What follows belongs to an exercise in optimizing a design on an open flow for a short achievable clock period and few clock cycles; a production flow would make more cautious choices. Where RTL was checked, it was by simulation tests only, not by an equivalence proof against the original. Only the layout flow was run in runs 2 and 3; the RTL was not checked for function there. Power is estimated from default activity; no workload was simulated.

[flow/design.v]
module cpu (
    input           clk,
    input           rst,
    output          imem_en,
    output          imem_wen,
    output  [31:0]  imem_addr,
    output  [31:0]  imem_wdata,
    input   [31:0]  imem_rdata,
    output          dmem_en,
    output          dmem_wen,
    output  [31:0]  dmem_addr,
    output  [31:0]  dmem_wdata,
    input   [31:0]  dmem_rdata
);
    function [31:0] bswap(input [31:0] v);
        bswap = {v[7:0], v[15:8], v[23:16], v[31:24]};
    endfunction
    assign imem_en    = 1'b1;
    assign imem_wen   = 1'b0;
    assign imem_wdata = 32'h0;
    wire        flush;           
    wire [31:2] redirect;        
    wire        stall;           
    reg  [31:2] f_pc;
    assign imem_addr = {f_pc, 2'b00};
    reg  [15:0] btb_v;
    reg  [ 9:0] btb_tag [0:15];
    reg  [31:2] btb_tgt [0:15];
    reg  [ 1:0] btb_ctr [0:15];
    wire [ 3:0] f_idx    = f_pc[5:2];
    wire        f_hit    = btb_v[f_idx] && btb_tag[f_idx] == f_pc[15:6];
    wire        f_ptaken = f_hit && btb_ctr[f_idx][1];
    wire [31:2] f_pc4    = f_pc + 30'd1;
    wire [31:2] f_pred   = f_ptaken ? btb_tgt[f_idx] : f_pc4;
    always @(posedge clk) begin
        if (rst)
            f_pc <= 30'h400;
        else if (flush)
            f_pc <= redirect;
        else if (!stall)
            f_pc <= f_pred;
    end
    reg         d_valid;
    reg  [31:0] d_ir;
    reg  [31:2] d_pc;
    reg  [31:2] d_pred;
    always @(posedge clk) begin
        if (rst || flush)
            d_valid <= 1'b0;
        else if (!stall)
            d_valid <= 1'b1;
        if (!stall) begin
            d_ir   <= bswap(imem_rdata);
            d_pc   <= f_pc;
            d_pred <= f_pred;
        end
    end
    wire [6:0] d_op  = d_ir[6:0];
    wire [2:0] d_f3  = d_ir[14:12];
    wire [4:0] d_rs1 = d_ir[19:15];
    wire [4:0] d_rs2 = d_ir[24:20];
    wire [4:0] d_rd  = d_ir[11:7];
    wire d_lui   = d_op == 7'b0110111;
    wire d_auipc = d_op == 7'b0010111;
    wire d_jal   = d_op == 7'b1101111;
    wire d_jalr  = d_op == 7'b1100111;
    wire d_br    = d_op == 7'b1100011;
    wire d_ld    = d_op == 7'b0000011;
    wire d_st    = d_op == 7'b0100011;
    wire d_iop   = d_op == 7'b0010011;
    wire d_rop   = d_op == 7'b0110011;
    wire d_wr      = (d_lui | d_auipc | d_jal | d_jalr | d_ld | d_iop | d_rop) && d_rd != 5'd0;
    wire d_use1    = d_jalr | d_br | d_ld | d_st | d_iop | d_rop;
    wire d_use2    = d_br | d_st | d_rop;
    wire [31:0] d_immI = {{20{d_ir[31]}}, d_ir[31:20]};
    wire [31:0] d_immS = {{20{d_ir[31]}}, d_ir[31:25], d_ir[11:7]};
    wire [31:0] d_immB = {{20{d_ir[31]}}, d_ir[7], d_ir[30:25], d_ir[11:8], 1'b0};
    wire [31:0] d_immU = {d_ir[31:12], 12'b0};
    wire [31:0] d_immJ = {{12{d_ir[31]}}, d_ir[19:12], d_ir[20], d_ir[30:21], 1'b0};
    wire [31:0] d_imm = d_st            ? d_immS :
                        (d_lui|d_auipc) ? d_immU :
                        d_jal           ? 32'd4  :
                                          d_immI;
    wire [31:2] d_tgt = d_pc + (d_jal ? d_immJ[31:2] : d_immB[31:2]);
    wire [31:2] d_pc4 = d_pc + 30'd1;
    reg  [31:0] rf [0:31];
    reg         w_valid;
    reg         w_wr;
    reg  [ 4:0] w_rd;
    reg  [31:0] w_data;
    wire        w_we = w_valid && w_wr;
    always @(posedge clk) begin
        if (w_we)
            rf[w_rd] <= w_data;
    end
    wire [31:0] d_ra = d_rs1 == 5'd0 ? 32'h0 : (w_we && w_rd == d_rs1) ? w_data : rf[d_rs1];
    wire [31:0] d_rb = d_rs2 == 5'd0 ? 32'h0 : (w_we && w_rd == d_rs2) ? w_data : rf[d_rs2];
    reg         e_valid;
    reg         e_wr;
    reg  [ 4:0] e_rd;
    reg         e_ld;
    reg         m_valid;
    reg         m_wr;
    reg  [ 4:0] m_rd;
    wire d_fa_m = e_valid && e_wr && e_rd == d_rs1;
    wire d_fa_w = m_valid && m_wr && m_rd == d_rs1;
    wire d_fb_m = e_valid && e_wr && e_rd == d_rs2;
    wire d_fb_w = m_valid && m_wr && m_rd == d_rs2;
    assign stall = d_valid && e_ld && !d_br &&
                   ((d_fa_m && d_use1) || (d_fb_m && d_use2));
    reg  [31:2] e_pc4;
    reg  [31:2] e_pc;
    reg  [31:2] e_pred;
    reg  [31:2] e_tgt;
    reg  [31:0] e_ra;
    reg  [31:0] e_rb;
    reg  [31:0] e_imm;
    reg         e_bimm;
    reg         e_fa_m, e_fa_w, e_fb_m, e_fb_w;
    reg         e_late_a, e_late_b;
    reg         e_st, e_br, e_jal, e_jalr;
    reg  [ 2:0] e_f3;
    reg  [ 3:0] e_aluop;
    always @(posedge clk) begin
        if (rst || flush || stall)
            e_valid <= 1'b0;
        else
            e_valid <= d_valid;
        e_wr     <= d_wr;
        e_rd     <= d_rd;
        e_ld     <= d_ld;
        e_st     <= d_st;
        e_br     <= d_br;
        e_jal    <= d_jal;
        e_jalr   <= d_jalr;
        e_f3     <= d_f3;
        e_pc     <= d_pc;
        e_pc4    <= d_pc4;
        e_pred   <= d_pred;
        e_tgt    <= d_tgt;
        e_ra     <= d_auipc | d_jal ? {d_pc, 2'b00} : d_lui ? 32'h0 : d_ra;
        e_rb     <= d_rb;
        e_imm    <= d_imm;
        e_bimm   <= !(d_rop | d_br);
        e_fa_m   <= d_fa_m && d_use1;
        e_fa_w   <= d_fa_w && d_use1;
        e_fb_m   <= d_fb_m && d_use2;
        e_fb_w   <= d_fb_w && d_use2;
        e_late_a <= d_fa_m && d_br && e_ld;
        e_late_b <= d_fb_m && d_br && e_ld;
        e_aluop  <= d_rop ? {d_ir[30], d_f3} :
                    d_iop ? {d_f3 == 3'b101 && d_ir[30], d_f3} : 4'b0000;
    end
    reg  [31:0] m_res;
    wire [31:0] e_a  = e_fa_m ? m_res : e_fa_w ? w_data : e_ra;
    wire [31:0] e_b  = e_fb_m ? m_res : e_fb_w ? w_data : e_rb;
    wire [31:0] e_ob = e_bimm ? e_imm : e_b;
    wire [ 4:0] e_sh = e_ob[4:0];
    reg  [31:0] e_alu;
    always @(*) begin
        case (e_aluop)
            4'b0000: e_alu = e_a + e_ob;
            4'b1000: e_alu = e_a - e_ob;
            4'b0001: e_alu = e_a << e_sh;
            4'b0010: e_alu = {31'b0, $signed(e_a) < $signed(e_ob)};
            4'b0011: e_alu = {31'b0, e_a < e_ob};
            4'b0100: e_alu = e_a ^ e_ob;
            4'b0101: e_alu = e_a >> e_sh;
            4'b1101: e_alu = $signed(e_a) >>> e_sh;
            4'b0110: e_alu = e_a | e_ob;
            4'b0111: e_alu = e_a & e_ob;
            default: e_alu = e_a + e_ob;
        endcase
    end
    reg         m_ld, m_br, m_jalr, m_taken_always;
    reg  [ 2:0] m_f3;
    reg  [31:0] m_a, m_b;
    reg         m_late_a, m_late_b;
    reg  [31:2] m_pc, m_pc4, m_tgt;
    reg         m_t_bad, m_nt_bad;
    reg         m_jal;
    reg         m_den, m_dwen;
    reg  [31:0] m_sdata;
    always @(posedge clk) begin
        if (rst || flush) begin
            m_valid <= 1'b0;
            m_den   <= 1'b0;
            m_dwen  <= 1'b0;
        end else begin
            m_valid <= e_valid;
            m_den   <= e_valid && (e_ld || e_st);
            m_dwen  <= e_valid && e_st;
        end
        m_wr     <= e_wr;
        m_rd     <= e_rd;
        m_ld     <= e_ld;
        m_br     <= e_br;
        m_jal    <= e_jal;
        m_jalr   <= e_jalr;
        m_taken_always <= e_jal || e_jalr;
        m_f3     <= e_f3;
        m_a      <= e_a;
        m_b      <= e_b;
        m_late_a <= e_late_a;
        m_late_b <= e_late_b;
        m_pc     <= e_pc;
        m_pc4    <= e_pc4;
        m_tgt    <= e_tgt;
        m_t_bad  <= e_jalr || e_tgt != e_pred;
        m_nt_bad <= e_pc4 != e_pred;
        m_res    <= e_alu;
        m_sdata  <= bswap(e_b);
    end
    assign dmem_en    = m_den;
    assign dmem_wen   = m_dwen;
    assign dmem_addr  = m_res;
    assign dmem_wdata = m_sdata;
    wire [31:0] m_ca = m_late_a ? w_data : m_a;
    wire [31:0] m_cb = m_late_b ? w_data : m_b;
    wire m_eq  = m_ca == m_cb;
    wire m_lt  = $signed(m_ca) < $signed(m_cb);
    wire m_ltu = m_ca < m_cb;
    reg  m_cond;
    always @(*) begin
        case (m_f3)
            3'b000:  m_cond = m_eq;
            3'b001:  m_cond = !m_eq;
            3'b100:  m_cond = m_lt;
            3'b101:  m_cond = !m_lt;
            3'b110:  m_cond = m_ltu;
            default: m_cond = !m_ltu;
        endcase
    end
    wire m_taken = m_taken_always || (m_br && m_cond);
    assign flush    = m_valid && (m_taken ? m_t_bad : m_nt_bad);
    assign redirect = !m_taken ? m_pc4 : m_jalr ? m_res[31:2] : m_tgt;
    always @(posedge clk) begin
        if (rst)
            w_valid <= 1'b0;
        else
            w_valid <= m_valid;
        w_wr   <= m_wr;
        w_rd   <= m_rd;
        w_data <= m_jalr ? {m_pc4, 2'b00} : m_ld ? bswap(dmem_rdata) : m_res;
    end
    reg         u_valid;
    reg         u_taken;
    reg         u_jal;
    reg  [31:2] u_pc;
    reg  [31:2] u_tgt;
    always @(posedge clk) begin
        if (rst)
            u_valid <= 1'b0;
        else
            u_valid <= m_valid && (m_br || m_jal);
        u_taken <= m_taken;
        u_jal   <= m_jal;
        u_pc    <= m_pc;
        u_tgt   <= m_tgt;
    end
    wire [3:0] u_idx = u_pc[5:2];
    wire       u_hit = btb_v[u_idx] && btb_tag[u_idx] == u_pc[15:6];
    wire [1:0] u_ctr = btb_ctr[u_idx];
    always @(posedge clk) begin
        if (rst)
            btb_v <= 16'h0;
        else if (u_valid && u_taken)
            btb_v[u_idx] <= 1'b1;
        if (u_valid) begin
            if (u_taken) begin
                btb_tag[u_idx] <= u_pc[15:6];
                btb_tgt[u_idx] <= u_tgt;
                btb_ctr[u_idx] <= u_jal ? 2'b11 : !u_hit ? 2'b10 : u_ctr == 2'b11 ? 2'b11 : u_ctr + 2'b01;
            end else if (u_hit) begin
                btb_ctr[u_idx] <= u_ctr == 2'b00 ? 2'b00 : u_ctr - 2'b01;
            end
        end
    end
endmodule
[flow/run.sh]
#!/bin/bash
# synth_recipe.tcl (not shown) runs the flow's synth.tcl, then flattens the netlist and writes it again
# the make line also repeats each setting of config.mk as NAME=value (left out here)
make -C /OpenROAD-flow-scripts/flow DESIGN_CONFIG=/design/flow/config.mk WORK_HOME=/design/flow/orfs CLKGATE_MAP_FILE= SYNTH_SCRIPT=/design/flow/synth_recipe.tcl finish
[flow/config.mk]
export PLATFORM = sky130hd
export DESIGN_NAME = cpu
export DESIGN_NICKNAME = cpu
export VERILOG_FILES = /design/flow/design.v
export SDC_FILE = /design/flow/constraint.sdc
export NUM_CORES = 4
export LEC_CHECK = 0
export CAP_MARGIN = 20
export CORE_MARGIN = 2
export CORE_UTILIZATION = 40
export SLEW_MARGIN = 20
[flow/constraint.sdc]
create_clock -name core_clock -period 11.0 [get_ports {clk}]
set_input_delay 2.2000 -clock core_clock [delete_from_list [all_inputs] [get_ports {clk}]]
set_output_delay 2.2000 -clock core_clock [all_outputs]
set_load 0.01 [all_outputs]
==> results of run 1 <==
stage by stage:
step	power (uW)	worst slack, ps	instances	util (%)	area (um^2)
3_3_place_gp	14500	4920	10300	42.4	115000
2_1_floorplan	12700	5900	6883	-	108000
5_1_grt	23300	4280	10800	45.4	122000
6_report	22700	4680	10800	45.4	123000
4_1_cts	22700	4850	10800	45.4	122000
3_5_place_dp	14600	4900	10300	42.4	115000
logic make-up (layout without fill, tap and decap cells):
group                    after synthesis  after routing  share of synthesized area, %
buffers and inverters                661            991                          2.62
other                                  2             49                       0.00693
multiplexers                        1357           1357                          23.1
XOR/XNOR                             203            203                          1.64
adder cells (fa/ha/maj)              168            168                          1.96
flip-flops                          2347           2347                          59.9
AO/OA/AOI/OAI                        972            972                          6.01
AND/OR/NAND/NOR                     1139           1139                          4.75
synth_stat cells, types with 34 or more instances:
library cell,count
a211oi_1,68
a21o_1,71
a21oi_1,210
and3_1,54
buf_1,84
buf_2,51
buf_4,41
clkbuf_1,307
dfxtp_1,559
edfxtp_1,1788
ha_1,165
inv_1,159
mux2_2,69
mux2i_1,380
mux4_2,900
nand2_1,375
nand2b_1,34
nand3_1,60
nand4_1,41
nor2_1,368
nor3_1,86
o211ai_1,39
o21a_1,52
o21ai_0,235
xnor2_1,129
xor2_1,74
worst max-delay path, cell delays in order, from the launching register on:
cell and delay [ps]:
dfxtp_2 310, buf_4 540, inv_1 310, a211oi_1 510, nor2_4 90, inv_2 70
buf_4 590, fa_1 360, nand2b_1 100, a2111oi_0 660, o31ai_1 220, a31oi_1 700
a31oi_1 330, o21ai_1 380, a311oi_1 230, o41ai_1 420, o32ai_1 140, nor3_1 220
report_power, final:
part | leakage (uW) | internal [uW] | switching [uW]
clock network | 0.00385 | 4610 | 3590
registers | 0.0210 | 10300 | 588
logic | 0.0163 | 1300 | 2320
total | 0.0411 | 16200 | 6490
per-layer routing:
metal  share of wire [%]  routed length (um)  vias to the layer above
li1                    -                   -                    27500
met2                  46              170000                     3842
met1                  40              149000                    35400
met4                 5.3               19700                        4
met3                 9.0               33600                      647
met5              0.0064                  24                        -
area by class of cell:
cell class | instances | area share, %
flip-flops and latches | 2347 | 53.0
multi-input cells | 3875 | 33.6
clock buffers | 324 | 5.31
well taps | 3570 | 3.65
repair buffers | 377 | 2.72
clock inverters | 127 | 1.17
inverters | 163 | 0.505
diodes | 13 | 0.0266
sequential cells by signal (all words and copies together) (netlist names), 31 cells and up, named ones only:
| register | cells |
|---|---|
| m_sdata | 31 |
| btb_tag | 160 |
| btb_ctr | 32 |
| e_ra | 32 |
| w_data | 32 |
| m_a | 32 |
| rf | 1024 |
| e_rb | 32 |
| e_imm | 32 |
| m_res | 32 |
| btb_tgt | 480 |
| d_ir | 32 |
final timing paths:
check | start | to | slack, ps | cells after the start
max | e_fb_m$_DFF_P_ | m_res[30]$_DFF_P_ | 4680 | 17
min | m_pc[8]$_DFF_P_ | u_pc[8]$_DFF_P_ | 330 | 0
max reg2reg | e_fb_m$_DFF_P_ | m_res[30]$_DFF_P_ | 4680 | 17
min reg2reg | m_pc[8]$_DFF_P_ | u_pc[8]$_DFF_P_ | 330 | 0
==> run summary, run 1 <==
* Drt first pass iters at 6
* Overall routing resource usage at 26.5%
* Final period util at 57.5%
* Worst endpoint required time at about 12,000 ps
* Maxcap violations at 0
* Critical path endpoint category: register
* # IOs at 198
* DRC viols at 0
* Final Hold Fails at 0
* Synth area leader: edfxtp_1
* First-pass GRT wire length at 516,000 um
* # clock sinks at about 2.3k
* Area growth syn-to-layout at 13.1%
* Syn Std Cell Area at 0.108 mm^2
* Post-CTS Setup Inserts at 0
* Hold Crit Class: register to register
* Post-synth top flop: edfxtp_1
* Seq/Total Area, Yosys at 59.9%
* Setup CP Type: register to register
* EDFF count, synth at about 1.8k
* F_max at 158 MHz
* Die H at 524 um
* GR Overflow Total at 0
* Status: finished clean
* Starting DRT DRC Count at 9,416
* Slew @ Worst Pin at 1200 ps
* Leak at about 0.04 uW
* #FFs+latches synth at between 2k and 2.5k
* Die footprint at 0.275 mm^2
* Final setup viols at 0
* Min Hold Slack at 326 ps
* Clk root buf: clkbuf_16
* # resized after CTS at 0
* Clock transition at path regs at 60 ps
* Most common cell after layout, fill and taps aside: edfxtp_1
* Average wire per standard cell at approximately 35 um
* YS warnings at 1
* Worst skew pair latency at 910 ps
* # hold bufs at CTS at 0
* Met2 Resource Use GR at roughly 40%
* Met3 Use GR at 4.52%
* Final net count at between 7k and 8k
* Share of layout cells above drive strength 1 at 23.5%
* Total CTS buffers at 237
* Vias in the first global route at approximately 66k
* Vias per cell at 6.24
* Routed vias at ~67k
* Pin count of the biggest net entering global routing at between 100 and 150
* Fin crit period at between 6000 and 7000 ps
* FFs w/ async S/R, synth at 0%
* Gr busiest metal: met2
* Slew Viols, Final at 0
* Most frequent cells in the layout: edfxtp_1 (1,788), mux4_2 (900), dfxtp_1 (538)
* Setup TNS at 0 ps
* Core area at 0.270 mm^2
* VDD IR max at 162 uV
* Num rows at 191
* CTS tree: built
* Synthesized instance count at 6,849
* RSZ-0062 raised after global routing: no
* Met1 Use GR at 36.6%
* H-tree levels at 4
* FF/Latch Area at 0.0649 mm^2
* Starting Density at 40.1%
* Syn_area_per_cell at 15.8 um^2
* Fill cells at 23.2k
* Cell Pwr Density at between 150 and 200 mW/mm^2
* Initial antenna violation count at 17
* Area of the multi-input gates at 0.0412 mm^2
* Input/output buffers at 161
* WL final at 373,000 um
* Arrival time worst endpoint at 7130 ps
* CTS max path bufs at 3
* Setup Skew at ~63 ps
* Routability cong. at 0.962
* Final ANT Viol Nets at 0
* Worst Setup Start Kind: register
* Yosys cell types at 93
* Max_slew headroom at 17.6%
* Post-DP HPWL at 238,000 um
* Crit Path Max Fanout at 61
* Synth top area cells: edfxtp_1 (50%), mux4_2 (19%), dfxtp_1 (10%)
* Die width at ~520 um
* Yosys top cell area share at 49.6%
Testbench counts, summed over its fixed seeds: cycles 136,935.
==> run 2, diff against run 1 <==
--- a/flow/design.v
+++ b/flow/design.v
@@ -24,12 +24,14 @@
     reg  [31:2] f_pc;
     assign imem_addr = {f_pc, 2'b00};
     reg  [15:0] btb_v;
-    reg  [ 9:0] btb_tag [0:15];
+    reg  [15:0] btb_fold;
+    reg  [31:6] btb_tag [0:15];
     reg  [31:2] btb_tgt [0:15];
     reg  [ 1:0] btb_ctr [0:15];
     wire [ 3:0] f_idx    = f_pc[5:2];
-    wire        f_hit    = btb_v[f_idx] && btb_tag[f_idx] == f_pc[15:6];
+    wire        f_hit    = btb_v[f_idx] && btb_tag[f_idx] == f_pc[31:6];
     wire        f_ptaken = f_hit && btb_ctr[f_idx][1];
+    wire        f_fold   = f_hit && btb_fold[f_idx];
     wire [31:2] f_pc4    = f_pc + 30'd1;
     wire [31:2] f_pred   = f_ptaken ? btb_tgt[f_idx] : f_pc4;
     always @(posedge clk) begin
@@ -44,6 +46,7 @@
     reg  [31:0] d_ir;
     reg  [31:2] d_pc;
     reg  [31:2] d_pred;
+    reg         d_fold;
     always @(posedge clk) begin
         if (rst || flush)
             d_valid <= 1'b0;
@@ -53,6 +56,7 @@
             d_ir   <= bswap(imem_rdata);
             d_pc   <= f_pc;
             d_pred <= f_pred;
+            d_fold <= f_fold;
         end
     end
     wire [6:0] d_op  = d_ir[6:0];
@@ -111,6 +115,7 @@
     reg  [31:2] e_pc4;
     reg  [31:2] e_pc;
     reg  [31:2] e_pred;
+    reg         e_fold;
     reg  [31:2] e_tgt;
     reg  [31:0] e_ra;
     reg  [31:0] e_rb;
@@ -137,6 +142,7 @@
         e_pc     <= d_pc;
         e_pc4    <= d_pc4;
         e_pred   <= d_pred;
+        e_fold   <= d_fold;
         e_tgt    <= d_tgt;
         e_ra     <= d_auipc | d_jal ? {d_pc, 2'b00} : d_lui ? 32'h0 : d_ra;
         e_rb     <= d_rb;
@@ -207,7 +213,7 @@
         m_pc4    <= e_pc4;
         m_tgt    <= e_tgt;
         m_t_bad  <= e_jalr || e_tgt != e_pred;
-        m_nt_bad <= e_pc4 != e_pred;
+        m_nt_bad <= (e_br || !e_fold) && e_pc4 != e_pred;
         m_res    <= e_alu;
         m_sdata  <= bswap(e_b);
     end
@@ -234,6 +240,8 @@
     wire m_taken = m_taken_always || (m_br && m_cond);
     assign flush    = m_valid && (m_taken ? m_t_bad : m_nt_bad);
     assign redirect = !m_taken ? m_pc4 : m_jalr ? m_res[31:2] : m_tgt;
+    reg  [31:2] w_pc;
+    reg         w_ctrl;
     always @(posedge clk) begin
         if (rst)
             w_valid <= 1'b0;
@@ -241,6 +249,8 @@
             w_valid <= m_valid;
         w_wr   <= m_wr;
         w_rd   <= m_rd;
+        w_pc   <= m_pc;
+        w_ctrl <= m_br || m_jal || m_jalr;
         w_data <= m_jalr ? {m_pc4, 2'b00} : m_ld ? bswap(dmem_rdata) : m_res;
     end
     reg         u_valid;
@@ -248,6 +258,8 @@
     reg         u_jal;
     reg  [31:2] u_pc;
     reg  [31:2] u_tgt;
+    reg         u_fold;
+    reg  [31:2] u_ppc;
     always @(posedge clk) begin
         if (rst)
             u_valid <= 1'b0;
@@ -257,9 +269,12 @@
         u_jal   <= m_jal;
         u_pc    <= m_pc;
         u_tgt   <= m_tgt;
-    end
-    wire [3:0] u_idx = u_pc[5:2];
-    wire       u_hit = btb_v[u_idx] && btb_tag[u_idx] == u_pc[15:6];
+        u_fold  <= m_jal && !m_wr && w_valid && !w_ctrl && w_pc + 30'd1 == m_pc;
+        u_ppc   <= w_pc;
+    end
+    wire [31:2] u_epc = u_fold ? u_ppc : u_pc;
+    wire [3:0] u_idx = u_epc[5:2];
+    wire       u_hit = btb_v[u_idx] && !btb_fold[u_idx] && btb_tag[u_idx] == u_epc[31:6];
     wire [1:0] u_ctr = btb_ctr[u_idx];
     always @(posedge clk) begin
         if (rst)
@@ -268,7 +283,8 @@
             btb_v[u_idx] <= 1'b1;
         if (u_valid) begin
             if (u_taken) begin
-                btb_tag[u_idx] <= u_pc[15:6];
+                btb_fold[u_idx] <= u_fold;
+                btb_tag[u_idx] <= u_epc[31:6];
                 btb_tgt[u_idx] <= u_tgt;
                 btb_ctr[u_idx] <= u_jal ? 2'b11 : !u_hit ? 2'b10 : u_ctr == 2'b11 ? 2'b11 : u_ctr + 2'b01;
             end else if (u_hit) begin
--- a/flow/config.mk
+++ b/flow/config.mk
@@ -8,4 +8,5 @@
 export CAP_MARGIN = 20
 export CORE_MARGIN = 2
 export CORE_UTILIZATION = 40
+export SETUP_SLACK_MARGIN = 5
 export SLEW_MARGIN = 20
==> run 2 against run 1 <==
Against the previous run:
- first-iteration DRC count rose by 16%
- clock skew rose by 21 ps
- worst hold slack got worse by 60 ps
- maximum frequency rose by 8.3%
- largest power group unchanged
- largest cell class unchanged
==> run summary, run 2 <==
* Combinational power share at 14.3%
* Area growth syn-to-layout at 13.2%
* CTS tree: built
* Switching pwr at 7180 uW
* Most common cell after layout, fill and taps aside: edfxtp_1
* Final ANT Viol Nets at 0
* WL final at 424,000 um
* CP max stage delay at 600 ps
* Max_slew headroom at 13.0%
* Drt first pass iters at 6
* Routed vias at 79.5k
* Slew Viols, Final at 0
* F_max at 171 MHz
* Die width at around 560 um
* Yosys cell types at 88
* Reg2Reg Capture Point: m_res[30]$_DFF_P_
* R2R cell count at 17
* Critical path endpoint category: register
* Leak at about 0.048 uW
* Most frequent cell after synthesis: edfxtp_1
* Critical path startpoint: e_fb_w$_DFF_P_
* Max reg flops at 1,024
* Clock power share at 38.1%
* Overall routing resource usage at a little over a quarter
* Slew @ Worst Pin at 1270 ps
* Post-CTS Setup Inserts at 0
* Total CTS buffers at 294
* Routability cong. at 0.952
* EDFF count, synth at 2,061
* Status: finished clean
* Sequential fraction of design power at between 40% and 50%
* Worst endpoint required time at about 12,000 ps
* Die footprint at 0.317 mm^2
* Yosys top cell area share at 49.5%
* Worst skew pair latency at 880 ps
* Hold depth at 0
* Critical-path cell list: buf_4 > mux2_2 > mux2i_1 > o21a_2 > buf_4 > buf_4 > ha_1 > o21ai_0 > o21bai_1 > a21oi_1 > nor3_2 > nor4_1 > or4_1 > a31oi_2 > o41ai_1 > or3b_2 > a32o_1
* Die H at about 560 um
* Vias in the first global route at just under 80k
* Cell Pwr Density at about 180 mW/mm^2
* DRC viols at 0
* Starting Density at 40.1%
* Starting DRT DRC Count at 11.0k
* Fin crit period at between 5000 and 6000 ps
* Final period util at 53.1%
* Biggest register: rf
* Final setup viols at 0
* Synth top area cells: edfxtp_1 (50%), mux4_2 (17%), dfxtp_1 (10%)
* Critical Path Slowest Stage Cell: or4_1
* Vias per cell at slightly above 6
* Clk root buf: clkbuf_16
* Num rows at 205
* Seq/Total Area, Yosys at around three fifths
* Synthesized instance count at 8,220
* Setup CP Type: register to register
* Initial antenna violation count at 25
* RSZ-0062 raised after global routing: no
* Top Registers: rf x1024, btb_tgt x480, btb_tag x416
* VDD IR max at 108 uV
* #FFs+latches synth at 2,701
* Post-DP HPWL at 270,000 um
* R2R Path Start: e_fb_w$_DFF_P_
* Min Hold Slack at 267 ps
* Crit Path Max Fanout at 37
* Average wire per standard cell at 33.3 um
* # IOs at between 150 and 200
* Arrival time worst endpoint at 6550 ps
* Maxcap violations at 0
* GR Overflow Total at 0
* Clock transition at path regs at approximately 60 ps
* Worst Setup Start Kind: register
* CP most frequent cell: buf_4
* Hold Crit Class: register to register
* Final net count at 8,601
* # clock sinks at 2,701
* YS warnings at 1
* Hold Path Sink: m_pc[4]$_DFF_P_
* Syn_area_per_cell at 15.2 um^2
* Syn Std Cell Area at between 0.1 and 0.15 mm^2
* Reg2reg setup slack at 5160 ps
* Input/output buffers at 161
* Setup TNS at 0 ps
* H-tree levels at 5
* Setup Skew at between 80 and 90 ps
* First-pass GRT wire length at 593,000 um
* Switching share of total power at 27.7%
* Int Pwr at around 19,000 uW
* Post-synth top flop: edfxtp_1
* Final Hold Fails at 0
* Synth area leader: edfxtp_1
* Share of layout cells above drive strength 1 at a little over a fifth
* CTS max path bufs at 4
* FFs w/ async S/R, synth at 0%
* Commonest cells in the netlist: edfxtp_1 (2,061), mux4_2 (928), dfxtp_1 (640)
* Most frequent cells in the layout: edfxtp_1 (2,061), mux4_2 (928), dfxtp_1 (621)
* Worst hold start: e_pc[4]$_DFF_P_
* Core area at 0.311 mm^2
* Pin count of the biggest net entering global routing at 141
run 2: power groups by stage:
stage          combinational, uW  sequential [uW]  clock [uW]
2_1_floorplan               1960            12400           0
3_3_place_gp                3610            12500           0
3_5_place_dp                3650            12500           0
4_1_cts                     3660            12300        9960
5_1_grt                     3910            12300       10300
6_report                    3710            12300        9860
run 2: cell type report:
class                           instances  area, um^2
Tap cell                             4140        5180
Timing Repair Buffer                  407        3570
Multi-Input combinational cell       4792       47700
Timing Repair inverter                  1        11.3
Clock inverter                        163        1440
Inverter                              170         669
Antenna cell                           10        25.0
Fill cell                           27000      170000
Sequential cell                      2701       74700
Clock buffer                          367        8090
run 2: stage by stage:
stage          area [um^2]  instances  total power, uW  setup slack, ps  util, %
3_3_place_gp        132000      12200            16100             4120     42.3
6_report            141000      12800            25900             5160     45.4
2_1_floorplan       125000       8254            14300             5180        -
3_5_place_dp        132000      12200            16100             4070     42.3
5_1_grt             141000      12700            26600             5020     45.4
4_1_cts             141000      12700            25900             5020     45.4
run 2: metal layers:
metal | vias up | part of all wire, % | track usage [%]
met3 | 880 | 9.1 | 4.51
li1 | 32800 | - | -
met5 | - | 0.019 | 0
met4 | 10 | 5.2 | 11.9
met2 | 4443 | 46 | 41.0
met1 | 41400 | 40 | 35.7
run 2: critical path, delay by kind of cell, from the launching register on:
kind                     cells  cell delay [ps]
AO/OA/AOI/OAI                7             1460
adder cells (fa/ha/maj)      1              340
buffers and inverters        3             1270
flip-flops                   1              310
multiplexers                 2              610
AND/OR/NAND/NOR              4             1650
run 2: logic make-up (layout without fill, tap and decap cells):
family                     Yosys count  count (layout)  share of synthesized area, %
AOI/OAI and AO/OA                 1195            1195                          6.15
xor gates and xnor gates           264             264                          1.85
adders and majority gates          168             168                          1.70
buffers and inverters              761            1108                          2.56
DFF                               2701            2701                          59.8
muxes                             1615            1615                          22.4
other                                2              46                       0.00601
and+or+nand+nor                   1514            1514                          5.61
run 2: worst max-delay path by stage:
stage / end / slack (ps) / cells after the start
after floorplan: btb_tag[0][0]$_DFFE_PP_ / 5180 / 11
after global placement: btb_ctr[6][0]$_DFFE_PP_ / 4120 / 15
after detailed placement: btb_ctr[6][0]$_DFFE_PP_ / 4070 / 15
after CTS: btb_ctr[10][0]$_DFFE_PP_ / 5020 / 15
after global routing: m_res[30]$_DFF_P_ / 5020 / 17
final: m_res[30]$_DFF_P_ / 5160 / 17
run 2: repair_timing:
action,CTS,global route
gates resized for setup,5,12
hold buffers,0,0
pin swaps,0,0
cloned,0,1
endpoints found under the setup margin,64,68
==> run 3, diff against run 2 <==
==> flow/flow/run.sh (new file) <==
#!/bin/bash
# Standard layout, with timing repair aimed at a shorter period than the
# 11 ns constraint (the constraint itself is unchanged).
set -euo pipefail
bash standard.sh SETUP_SLACK_MARGIN=7.5 finish > standard_flow.log 2>&1
==> flow/standard.sh (new file) <==
#!/bin/bash
# synth_recipe.tcl (not shown) runs the flow's synth.tcl, then flattens the netlist and writes it again
# the make line also repeats each setting of config.mk as NAME=value (left out here)
make -C /OpenROAD-flow-scripts/flow DESIGN_CONFIG=/design/flow/config.mk WORK_HOME=/design/flow/orfs CLKGATE_MAP_FILE= SYNTH_SCRIPT=/design/flow/synth_recipe.tcl "${@:-finish}"
--- a/flow/config.mk
+++ b/flow/config.mk
@@ -8,5 +8,4 @@
 export CAP_MARGIN = 20
 export CORE_MARGIN = 2
 export CORE_UTILIZATION = 40
-export SETUP_SLACK_MARGIN = 5
 export SLEW_MARGIN = 20
removed: flow/run.sh
==> run 3 against run 2 <==
Against the previous run:
- still clean
- clock power down 0.9%
- via count up 5.0%
- setup slack better by 1500 ps
- cell area up 7.6%
- synthesized cell count unchanged
- largest cell class unchanged
- highest routed layer unchanged
==> run summary, run 3 <==
* Pin count of the biggest net entering global routing at 72
* Starting DRT DRC Count at 12.0k
* Most common cell after layout, fill and taps aside: edfxtp_1
* CP max stage delay at 530 ps
* FFs w/ async S/R, synth at 0%
* Total power at 27,000 uW
* Max reg flops at 1,024
* Critical path startpoint: e_fb_w$_DFF_P_
* Most frequent cells in the layout: edfxtp_1 (2,061), mux4_2 (928), nand2_1 (516)
* Worst hold start: e_pc[5]$_DFF_P_
* Vias per cell at 6.33
* Die H at 563 um
* Slew Viols, Final at 0
* Die footprint at 0.317 mm^2
* Worst skew pair latency at 930 ps
* Final period util at 39.8%
* Arrival time worst endpoint at around 5200 ps
* Leak at 0.0519 uW
* Yosys cell types at 88
* # IOs at 198
* Clk root buf: clkbuf_16
* Biggest register: rf
* Post-synth top flop: edfxtp_1
* Core area at roughly 0.31 mm^2
* CTS max path bufs at 4
* Drt first pass iters at 8
* R2R Path Start: e_fb_w$_DFF_P_
* Met3 wire length at 48,200 um
* Status: finished clean
* Cell Pwr Density at 177 mW/mm^2
* Share of layout cells above drive strength 1 at 32.8%
* Reg2reg setup slack at between 6000 and 7000 ps
* Num rows at 205
* Finished Core Util at 48.9%
* Die width at between 500 and 600 um
* Worst Setup Start Kind: register
* WL final at between 400,000 and 500,000 um
* Critical path endpoint category: register
* Routed vias at 83.5k
* Crit Path Max Fanout at 8
* Initial antenna violation count at 22
* Max_slew headroom at 13.9%
* Overall routing resource usage at 28.9%
* Min Hold Slack at 316 ps
* YS warnings at 1
* Setup Skew at 60.3 ps
* Slew @ Worst Pin at about 1300 ps
* Hold Crit Class: register to register
* Worst setup endpoint: m_res[30]$_DFF_P_
* Met2 wire len at 217,000 um
* Post-DP HPWL at 274,000 um
* CTS tree: built
* H-tree levels at 5
* Commonest cells in the netlist: edfxtp_1 (2,061), mux4_2 (928), dfxtp_1 (640)
* Clock transition at path regs at around 70 ps
* Routability cong. at 0.948
* Average wire per standard cell at 35.8 um
* Yosys top cell area share at 49.5%
* EDFF count, synth at between 2k and 2.5k
* Final setup viols at 0
* RSZ-0062 raised after global routing: yes
* Top Registers: rf x1024, btb_tgt x480, btb_tag x416
* CP most frequent cell: a21oi_1
* F_max at 228 MHz
* Final ANT Viol Nets at 0
* # hold bufs at CTS at 0
* #FFs+latches synth at 2,701
* Synth area leader: edfxtp_1
* GR Overflow Total at 0
* Critical Path Slowest Stage Cell: nor3b_1
* Critical-path cell list: buf_12 > buf_12 > buf_4 > mux2i_2 > nor2_1 > a21oi_1 > o21a_2 > inv_1 > ha_1 > a21oi_1 > nor2b_1 > nor3b_1 > o21ai_4 > a31oi_4 > a21oi_4 > o221ai_1 > a21oi_1 > or3b_2 > a32o_1
* Most frequent cell after synthesis: edfxtp_1
* Reg2Reg Capture Point: m_res[30]$_DFF_P_
* Fin crit period at 4380 ps
* Synthesized instance count at 8,220
* Maxcap violations at 0
* Total CTS buffers at 294
* DRC viols at 0
* Final net count at 9,034
* R2R cell count at 19
* Setup TNS at 0 ps
* Final cell count without fillers at 13.2k
* First-pass GRT wire length at around 650,000 um
* # clock sinks at 2,701
* Area growth syn-to-layout at 21.8%
* Final Hold Fails at 0
* Input/output buffers at 161
* Starting Density at 40.1%
* Syn Std Cell Area at between 0.1 and 0.15 mm^2
* Placed Instances at about 12k
* Top Metal Used: met5
* Synth top area cells: edfxtp_1 (50%), mux4_2 (17%), dfxtp_1 (10%)
* VDD IR max at around 120 uV
* Vias in the first global route at 81.8k
* Setup CP Type: register to register
* Seq/Total Area, Yosys at 59.8%
* Syn_area_per_cell at around 15 um^2
* Fill cells at around 26k
* Worst endpoint required time at 11,780 ps
* DRT met1 WL at roughly 180,000 um
==> run 3: how the worst min path moves through the flow <==
stage                             endpoint  slack (ps)  depth (start not counted)
final                      m_pc[5]$_DFF_P_         320                          0
after detailed placement  m_pc[18]$_DFF_P_         310                          0
after CTS                    m_jal$_DFF_P_         320                          0
after global routing        e_fold$_DFF_P_         320                          0
after global placement    m_pc[30]$_DFF_P_         310                          0
after floorplan            m_f3[0]$_DFF_P_         310                          0
==> run 3: cell families after synthesis <==
family,synth area share [%]
fa+ha+maj,1.70
simple gates,5.61
other cells,0.00601
xor+xnor,1.85
compound gates,6.15
mux,22.4
flops,59.8
buf+inv,2.56
==> run 3: routing by layer <==
layer | GRT usage (%) | up-vias
li1 | - | 33700
met2 | 45.6 | 5305
met5 | 0 | -
met1 | 37.5 | 43400
met4 | 15.8 | 4
met3 | 6.25 | 1110
==> run 3: per-stage QoR <==
stage | instance area, um^2 | setup slack (ps)
2_1_floorplan | 127000 | 6730
3_3_place_gp | 133000 | 4970
6_report | 152000 | 6620
4_1_cts | 150000 | 6690
5_1_grt | 152000 | 6560
3_5_place_dp | 133000 | 4870
==> run 3: layout make-up <==
cell class	instances	area (um^2)	share of cell area, %
sequential	2701	75100	49.4
multi-input combinational	4802	51300	33.7
timing repair buffer	824	10400	6.85
clock buffer	382	7860	5.17
tap	4140	5180	3.40
clock inverter	147	1460	0.959
inverter	170	756	0.497
timing repair inverter	7	71.3	0.0469
antenna	19	47.5	0.0312
==> run 3: power breakdown <==
group	internal (uW)	switching, uW	total (uW)
clock	5540	4230	9770
sequential	11800	673	12400
combinational	1900	2880	4780
total	19200	7780	27000
==> run 3: worst max-delay path: cells and delay by family (launching register included) <==
family	cells	cell delay (ps)
flip-flops	1	370
AND/OR/NAND/NOR	4	1410
adder cells (fa/ha/maj)	1	230
AO/OA/AOI/OAI	9	1590
multiplexers	1	170
buffers and inverters	4	500
==> run 3: repair_timing <==
action                                  in CTS  in global routing
endpoints found under the setup margin    1258                353
gates cloned                                68                 13
setup buffers                              283                 94
resized for setup                         1340                276
endpoints found under the hold margin        0                  0
pin swaps                                  123                126

## what the ideal ports hide
The results above use ideal ports. As a check the final layouts listed here were re-extracted and re-timed, cells and wires unchanged. Step 1, drivers: a clkbuf_16 drives clk and a buf_2 each remaining input, both assumed. Step 2 moves the port delays by t, midway between the first and last clock arrival at a register: inputs arrive t later, outputs are due t later. That takes back most of the time a late clock gives input paths. a / b / c = no drivers / after step 1 / after step 2; a / b = the first two.
run | shift t [ns] | setup WS [ns] | worst setup path after step 2 | slew at the worst register clock pin (ns) | worst data-port slew with drivers (ns)
run 1 | 0.974 | 4.678 / 4.678 / 4.678 | register to register | 0.07 / 0.07 | 0.05
run 2 | 0.927 | 5.164 / 5.164 / 5.164 | register to register | 0.07 / 0.07 | 0.07
run 3 | 0.995 | 6.618 / 6.618 / 6.618 | register to register | 0.07 / 0.07 | 0.28
After both steps every run listed still meets setup and hold.
